This design comes from an exercise in tuning for small area on the open sky130 flow, not from production work. RTL that was checked went through simulation tests only; none was proved equivalent to the original. Power and IR drop assume default switching activity. The flow treats the clock pin as an ideal source, which a real chip does not have.

==> flow/design.v (excerpt) <==
module conv(
  input clk,
  input reset,
  input [15:0] pxl_in,
  output [15:0] pxl_out,
  output [9:0] count,
  output valid
);
Size: ~1500 cells after synthesis, roughly 45 I/O pins, roughly 26000 µm² of cells after synthesis.
Settings: LEC_CHECK=0, ABC_AREA=1, CAP_MARGIN=20, CORE_MARGIN=2, CORE_UTILIZATION=40, CTS_CLUSTER_DIAMETER=150, CTS_CLUSTER_SIZE=25, SLEW_MARGIN=20, SYNTH_HIERARCHICAL=1; clock period 7.5 ns.
run.sh (not shown) runs the stock make flow with config.mk's settings and CLKGATE_MAP_FILE= SYNTH_SCRIPT=/design/flow/synth_recipe.tcl, a recipe that flattens the netlist after the stock synthesis.
Next try:
CAP_MARGIN = 0   (was 20)
GPL_TIMING_DRIVEN = 0   (was not set)
SLEW_MARGIN = 0   (was 20)
Cell area decreases slightly.
Critical path depth stays the same.
Worst hold slack improves by 0.0057 ns.
Synthesized area does not change.
Fmax increases slightly.
Routed wire length decreases by a few percent.
No functional check of the RTL was part of any run of this note.


run 1:
Another version of the RTL of conv (not shown whole).
Size in the first run: roughly 1300 cells after synthesis, about 960 flip-flops, about 45 I/O pins, roughly 0.025 mm² of cells after synthesis.
Design conv, start of the top module:
module conv(
  input clk,
  input reset,
  input [15:0] pxl_in,
  output [15:0] pxl_out,
  output [9:0] count,
  output valid
);
==> flow/config.mk <==
export PLATFORM = sky130hd
export DESIGN_NAME = conv
export DESIGN_NICKNAME = conv
export VERILOG_FILES = /design/flow/design.v
export SDC_FILE = /design/flow/constraint.sdc
export NUM_CORES = 4
export LEC_CHECK = 0
export ABC_AREA = 0
export CAP_MARGIN = 0
export CORE_MARGIN = 2
export CORE_UTILIZATION = 48
export CTS_CLUSTER_DIAMETER = 150
export CTS_CLUSTER_SIZE = 25
export GPL_TIMING_DRIVEN = 0
export SLEW_MARGIN = 0
export SYNTH_HIERARCHICAL = 1
==> flow/constraint.sdc <==
create_clock -name core_clock -period 7.5 [get_ports {clk}]
set_input_delay 1.5000 -clock core_clock [delete_from_list [all_inputs] [get_ports {clk}]]
set_output_delay 1.5000 -clock core_clock [all_outputs]
set_load 0.01 [all_outputs]
standard.sh (not shown) runs the stock make flow with config.mk's settings and CLKGATE_MAP_FILE= SYNTH_SCRIPT=/design/flow/synth_recipe.tcl, a recipe that flattens the netlist after the stock synthesis.
==> flow/flow/run.sh <==
#!/bin/bash
# The standard layout (standard.sh) with two changes: the port buffers are
# the two-strength buffer cell (buf_2), and clock tree synthesis puts up to 33 flip-flops
# (within 90 um) on one leaf buffer (clkbuf_16), builds the levels above the
# leaves from clkbuf_8, and adds no dummy loads.
# ORFS writes each step's full log under orfs/logs/; make's output goes to
# standard.log.
set -euo pipefail
export BUFFER_PORTS_ARGS="-buffer_cell sky130_fd_sc_hd__buf_2"
export CTS_ARGS="-sink_clustering_enable -repair_clock_nets -dont_use_dummy_load -sink_clustering_size 33 -sink_clustering_max_diameter 90 -root_buf sky130_fd_sc_hd__clkbuf_8 -buf_list sky130_fd_sc_hd__clkbuf_8 -sink_clustering_buffer sky130_fd_sc_hd__clkbuf_16"
bash standard.sh > standard.log 2>&1
Every stage of the flow completed for run 1, and the final layout passed the timing, design-rule and antenna checks.
Modified inputs, run 2 compared to run 1
# run 1
export LEC_CHECK = 0
export ABC_AREA = 0
export CAP_MARGIN = 0
export CORE_MARGIN = 2
export CORE_UTILIZATION = 48
export CTS_CLUSTER_DIAMETER = 150
export CTS_CLUSTER_SIZE = 25
export GPL_TIMING_DRIVEN = 0
export SLEW_MARGIN = 0
export SYNTH_HIERARCHICAL = 1
create_clock -name core_clock -period 7.5 [get_ports {clk}]
# run 2
export LEC_CHECK = 0
export ABC_AREA = 0
export CAP_MARGIN = 0
export CORE_MARGIN = 2
export CORE_UTILIZATION = 40
export CTS_CLUSTER_DIAMETER = 150
export CTS_CLUSTER_SIZE = 25
export GPL_TIMING_DRIVEN = 0
export SLEW_MARGIN = 0
export SYNTH_HIERARCHICAL = 1
create_clock -name core_clock -period 7.5 [get_ports {clk}]
==> flow/flow/run.sh <==
#!/bin/bash
# The standard layout (standard.sh) with two changes: the port buffers are
# the two-strength buffer cell (buf_2), and clock tree synthesis puts up to 31 flip-flops
# (within 85 um) on one leaf buffer and adds no dummy loads.
# ORFS writes each step's full log under orfs/logs/; make's output goes to
# standard.log.
set -euo pipefail
export BUFFER_PORTS_ARGS="-buffer_cell sky130_fd_sc_hd__buf_2"
export CTS_ARGS="-sink_clustering_enable -repair_clock_nets -dont_use_dummy_load -sink_clustering_size 31 -sink_clustering_max_diameter 85"
bash standard.sh > standard.log 2>&1
## What came out
- Leakage power total of run 2 exceeds that of run 1 slightly.
- The run with more setup slack is run 1; run 2 has less.
- Compared with run 1, in run 2 non-clock buffer instance count of the final layout increased by 31% relative to the old numbers; global placer's final weighted congestion now smaller; aggregate global-route resource usage has decreased; critical path's largest stage delay -20 ps; overall power rose by 1.5%.
Input changes introduced in run 3 (baseline for comparison: run 2):
# run 2
export LEC_CHECK = 0
export ABC_AREA = 0
export CAP_MARGIN = 0
export CORE_MARGIN = 2
export CORE_UTILIZATION = 40
export CTS_CLUSTER_DIAMETER = 150
export CTS_CLUSTER_SIZE = 25
export GPL_TIMING_DRIVEN = 0
export SLEW_MARGIN = 0
export SYNTH_HIERARCHICAL = 1
create_clock -name core_clock -period 7.5 [get_ports {clk}]
# run 3
export LEC_CHECK = 0
export ABC_AREA = 0
export CAP_MARGIN = 0
export CORE_MARGIN = 2
export CORE_UTILIZATION = 48
export CTS_CLUSTER_DIAMETER = 150
export CTS_CLUSTER_SIZE = 25
export GPL_TIMING_DRIVEN = 0
export SLEW_MARGIN = 0
export SYNTH_HIERARCHICAL = 1
create_clock -name core_clock -period 7.5 [get_ports {clk}]
==> flow/flow/run.sh <==
#!/bin/bash
# The standard layout (standard.sh) with two changes: the port buffers are
# the two-strength buffer cell (buf_2), and clock tree synthesis puts up to 33 flip-flops
# (within 90 um) on one leaf buffer and adds no dummy loads.
# ORFS writes each step's full log under orfs/logs/; make's output goes to
# standard.log.
set -euo pipefail
export BUFFER_PORTS_ARGS="-buffer_cell sky130_fd_sc_hd__buf_2"
export CTS_ARGS="-sink_clustering_enable -repair_clock_nets -dont_use_dummy_load -sink_clustering_size 33 -sink_clustering_max_diameter 90 -root_buf sky130_fd_sc_hd__clkbuf_8 -buf_list sky130_fd_sc_hd__clkbuf_8 -sink_clustering_buffer sky130_fd_sc_hd__clkbuf_16"
bash standard.sh > standard.log 2>&1
--- outcome ---
Core region area (run 2 / run 3): 1.2
The core utilization of run 3 is higher than that of run 2.
Between run 2 and run 3, the switching portion of total power does not differ in any meaningful way.
Run 3 reports a lower count of placed standard cells including taps than run 2 does.
Critical path buffer and inverter count in run 3 is 1 above run 2.
Final RePlAce weighted congestion (higher): run 3
Re clock skew: run 2 was lower than run 3.
> inputs changed (run 3 -> run 4)
--- a/flow/flow/run.sh
+++ b/flow/flow/run.sh
@@ -9 +9 @@
-export CTS_ARGS="-sink_clustering_enable -repair_clock_nets -dont_use_dummy_load -sink_clustering_size 33 -sink_clustering_max_diameter 90 -root_buf sky130_fd_sc_hd__clkbuf_8 -buf_list sky130_fd_sc_hd__clkbuf_8 -sink_clustering_buffer sky130_fd_sc_hd__clkbuf_16"
+export CTS_ARGS="-sink_clustering_enable -repair_clock_nets -dont_use_dummy_load -sink_clustering_size 33 -sink_clustering_max_diameter 90"
Between run 4 and run 3, part of the cycle the worst path needs is higher for run 4, run 3 comes in under that.
CTS buffer count: run 3 vs run 4 identical
For the setup slack after layout, run 4 came in 54 ps lower than run 3 did.
Going from run 3 to run 4, clock group share of total power grows by 0.5 points.
Looking at achievable clock frequency, run 4 sits 0.74% lower than run 3 does.
The synthesized net count was comparable across run 4 and run 3.
Going from run 3 to run 4, routed wire length did not really move; synthesized cell count about even; power attributed to the clock group grew by about 3%.
Between run 4 and run 3, the worst slack on hold paths does not differ in any meaningful way.
Between run 3 and run 4, the flow reports number of vias after detailed routing decreasing slightly.
diff inputs: run 4 => run 5
==> flow/flow/run.sh <==
#!/bin/bash
# The standard layout (standard.sh) with two changes: the port buffers are
# the two-strength buffer cell (buf_2), and clock tree synthesis puts up to 31 flip-flops
# (within 80 um) on one leaf buffer and adds no dummy loads.
# ORFS writes each step's full log under orfs/logs/; make's output goes to
# standard.log.
set -euo pipefail
export BUFFER_PORTS_ARGS="-buffer_cell sky130_fd_sc_hd__buf_2"
export CTS_ARGS="-sink_clustering_enable -repair_clock_nets -dont_use_dummy_load -sink_clustering_size 31 -sink_clustering_max_diameter 80"
bash standard.sh > standard.log 2>&1
[summary]
Run 5: sequential share of cell area is 0.53 points lower than what run 4 reported. Run 5 ended with more core occupancy in the finished layout than run 4. Comparing run 4 against run 5, there is no change at all in area occupied by multi-input gates. Between run 4 and run 5, the achievable frequency figures differ only marginally. On worst setup slack, run 4 beats run 5. The design area of run 5 exceeds that of run 4 by 0.74%.
[inputs] run 6 vs run 5
# run 5
export LEC_CHECK = 0
export ABC_AREA = 0
export CAP_MARGIN = 0
export CORE_MARGIN = 2
export CORE_UTILIZATION = 48
export CTS_CLUSTER_DIAMETER = 150
export CTS_CLUSTER_SIZE = 25
export GPL_TIMING_DRIVEN = 0
export SLEW_MARGIN = 0
export SYNTH_HIERARCHICAL = 1
create_clock -name core_clock -period 7.5 [get_ports {clk}]
# run 6
export LEC_CHECK = 0
export ABC_AREA = 0
export CAP_MARGIN = 0
export CORE_MARGIN = 2
export CORE_UTILIZATION = 40
export CTS_CLUSTER_DIAMETER = 150
export CTS_CLUSTER_SIZE = 25
export GPL_TIMING_DRIVEN = 0
export SLEW_MARGIN = 0
export SYNTH_HIERARCHICAL = 1
create_clock -name core_clock -period 7.5 [get_ports {clk}]
==> flow/flow/run.sh <==
#!/bin/bash
# The standard layout (standard.sh) with two changes: the port buffers are
# the two-strength buffer cell (buf_2), and clock tree synthesis puts up to 33 flip-flops
# (within 90 um) on one leaf buffer and adds no dummy loads.
# ORFS writes each step's full log under orfs/logs/; make's output goes to
# standard.log.
set -euo pipefail
export BUFFER_PORTS_ARGS="-buffer_cell sky130_fd_sc_hd__buf_2"
export CTS_ARGS="-sink_clustering_enable -repair_clock_nets -dont_use_dummy_load -sink_clustering_size 33 -sink_clustering_max_diameter 90"
bash standard.sh > standard.log 2>&1
==> comparison <==
- Every stage of the flow completed for run 6, and the final layout passed the timing, design-rule and antenna checks.
- Diff run 5 -> run 6: minimum period implied by the final worst setup slack went down by 9.4 ps, portion of total power attributed to the clock network saw a decrease, power lower.

## afterwards: timing with drivers on the ports
How much do the figures lean on ideal ports? The routed layouts below were timed once more, with nothing changed but the port constraints. Step 1, drivers: a clkbuf_16 drives clk and a buf_2 each remaining input, both assumed. Step 2 adds t to the input delays and takes it off the output delays; t is the mean of the earliest and latest rising clock arrival at the registers after step 1. Input paths then give back, and output paths get back, about the clock's delay inside the block. Three values: no drivers, after step 1, after step 2; two values: the first two.
run | shift t [ns] | setup slack, ns | worst setup path at the end | worst register clock-pin slew, ns
the first run of note 1 | 0.649 | 0.174 / 0.208 / -0.441 | input to register | 0.10 / 0.10
the second run of note 1 | 0.643 | 0.317 / 0.316 / -0.327 | input to register | 0.11 / 0.11
run 1 | 0.700 | 0.215 / 0.244 / -0.456 | input to register | 0.12 / 0.12
run 2 | 0.613 | 0.139 / 0.161 / -0.452 | input to register | 0.12 / 0.12
run 3 | 0.700 | 0.215 / 0.244 / -0.456 | input to register | 0.12 / 0.12
run 4 | 0.611 | 0.161 / 0.181 / -0.430 | input to register | 0.12 / 0.12
run 5 | 0.608 | 0.148 / 0.157 / -0.451 | input to register | 0.11 / 0.11
run 6 | 0.607 | 0.157 / 0.175 / -0.432 | input to register | 0.12 / 0.12
With both steps, setup timing fails in every run listed, where it was met with ideal ports.
